Context: an optimization exercise on an open-source flow, tuned for small area. The choices shown serve that exercise and are no tape-out recipe. The RTL was checked by simulation tests, not by an equivalence proof against the original design. No driver is modelled on the clock port, so clocking that relies on it looks cheaper here than on a real chip. No activity file was given, so power comes from the tool's default toggle rates.

## Decoder
module Decoder(
    input wire              clk_390p625M        ,
    input wire              rst_n               ,
    input wire [63:0]       data_from_CDR       ,
    input wire [ 1:0]       sync_warning_ctrl   ,
    input wire [ 7:0]       resync_ctrl         ,
    input wire              monitor_EN          ,
    output logic            prbs31_sync_ready   ,
    output logic [9:0]      error_bit_count     ,
    output logic            decoder_sync_ready  ,
    output logic            decoder_sync_warning,
    output logic [1567:0]   data_1568bit        ,
    output logic [29:0]     packet_count        ,
    output logic [21:0]     error_packet_count  ,
    output logic            crc10_check_result
);
Settings: LEC_CHECK=0, CAP_MARGIN=20, CORE_MARGIN=2, CORE_UTILIZATION=55, PLACE_DENSITY=0.65, SLEW_MARGIN=20; clock period 8.5 ns.
standard.sh (not shown) runs the stock make flow with config.mk's settings and CLKGATE_MAP_FILE= SYNTH_SCRIPT=/design/flow/synth_recipe.tcl, a recipe that flattens the netlist after the stock synthesis.
==> flow/flow/run.sh <==
#!/bin/bash
# Own layout flow: the standard layout (standard.sh), with buf_1 port
# buffers, pins one track apart, a clock tree of clkbuf_8 without dummy loads,
# and a power-recovery resizing pass after clock tree synthesis.
export BUFFER_PORTS_ARGS="-buffer_cell sky130_fd_sc_hd__buf_1"
export PLACE_PINS_ARGS="-min_distance 1 -min_distance_in_tracks"
export CTS_ARGS="-sink_clustering_enable -repair_clock_nets -dont_use_dummy_load -buf_list sky130_fd_sc_hd__clkbuf_8 -sink_clustering_size 16 -sink_clustering_max_diameter 60"
export POST_CTS_TCL="$(pwd)/flow/recover.tcl"
bash standard.sh > standard.log 2>&1
==> flow/flow/recover.tcl <==
# After clock tree synthesis: downsize cells that have timing slack to spare
# (OpenRoad's power recovery), then legalize the placement again.
estimate_parasitics -placement
repair_timing -recover_power 100 -setup_margin 0.5
detailed_placement
check_placement -verbose
The first run passed the timing, DRC and antenna checks.
Rerun with:
==> flow/flow/run.sh (replaced) <==
#!/bin/bash
# Own layout flow: the standard layout (standard.sh), with buf_1 port
# buffers, pins one track apart and a clock tree of clkbuf_8 without dummy loads.
export BUFFER_PORTS_ARGS="-buffer_cell sky130_fd_sc_hd__buf_1"
export PLACE_PINS_ARGS="-min_distance 1 -min_distance_in_tracks"
export CTS_ARGS="-sink_clustering_enable -repair_clock_nets -dont_use_dummy_load -buf_list sky130_fd_sc_hd__clkbuf_8 -sink_clustering_size 16 -sink_clustering_max_diameter 50"
bash standard.sh > standard.log 2>&1
- PLACE_DENSITY: 0.65 -> 0.72
removed: flow/flow/recover.tcl
Result:
- worst hold slack degrades by 28 ps
- die area does not change
- critical path depth drops by 1
- sequential power is about the same
- sequential cell count does not change
- design area falls by 0.45%
- setup slack degrades by 140 ps
Rerun with:
==> flow/flow/run.sh (replaced) <==
#!/bin/bash
# Own layout flow: the standard layout (standard.sh), with buf_1 port
# buffers, pins one track apart and a clock tree of clkbuf_8 without dummy loads.
export BUFFER_PORTS_ARGS="-buffer_cell sky130_fd_sc_hd__buf_1"
export PLACE_PINS_ARGS="-min_distance 1 -min_distance_in_tracks"
export CTS_ARGS="-sink_clustering_enable -repair_clock_nets -dont_use_dummy_load -buf_list sky130_fd_sc_hd__clkbuf_8 -sink_clustering_size 16 -sink_clustering_max_diameter 60"
bash standard.sh > standard.log 2>&1
- PLACE_DENSITY: 0.72 -> 0.65
Outcome: The changed run finished clean. Sequential share of layout area rose by 0.30 points. Power decreases slightly. Clock skew decreases by 19 ps. Combinational power barely changes.
Rerun with:
==> flow/flow/run.sh (replaced) <==
#!/bin/bash
# Own layout flow: the standard layout (standard.sh), with buf_1 port
# buffers, pins one track apart and a clock tree of clkbuf_8 without dummy loads.
export BUFFER_PORTS_ARGS="-buffer_cell sky130_fd_sc_hd__buf_1"
export PLACE_PINS_ARGS="-min_distance 1 -min_distance_in_tracks"
export CTS_ARGS="-sink_clustering_enable -repair_clock_nets -dont_use_dummy_load -buf_list sky130_fd_sc_hd__clkbuf_8 -sink_clustering_size 16 -sink_clustering_max_diameter 50"
bash standard.sh > standard.log 2>&1
The changed run finished with timing, DRC and antenna clean. Setup slack loses 23 ps. Design area grows by 0.42%. Sequential power is about the same. Utilization increases by 0.25 points. Worst hold slack is worse by 6.7 ps. Non-clock buffer count stays the same. Routed wire length hardly moves.

## what the ideal ports hide
The results above use ideal ports. As a check the final layouts listed here were re-extracted and re-timed, cells and wires unchanged. Step 1: set_driving_cell puts a clkbuf_16 on clk_390p625M and a buf_2 on each other input, an assumption about the parent block. Step 2 times the ports against the registers' clock, not the clock port: input delays grow and output delays shrink by t, the midpoint of the rising clock arrivals with the driver on. Three values: ideal, step 1, step 2; two values: the first two.
| run | t, ns | setup WS [ns] | worst setup path at the end |
|---|---|---|---|
| the first run | 1.168 | 3.107 / 3.007 / 3.602 | register to register |
| the second run | 1.192 | 2.970 / 2.889 / 3.162 | register to register |
| the third run | 1.170 | 3.010 / 2.908 / 3.552 | register to register |
| the fourth run | 1.204 | 2.987 / 2.884 / 3.609 | register to register |
After both steps every run listed still meets setup and hold.
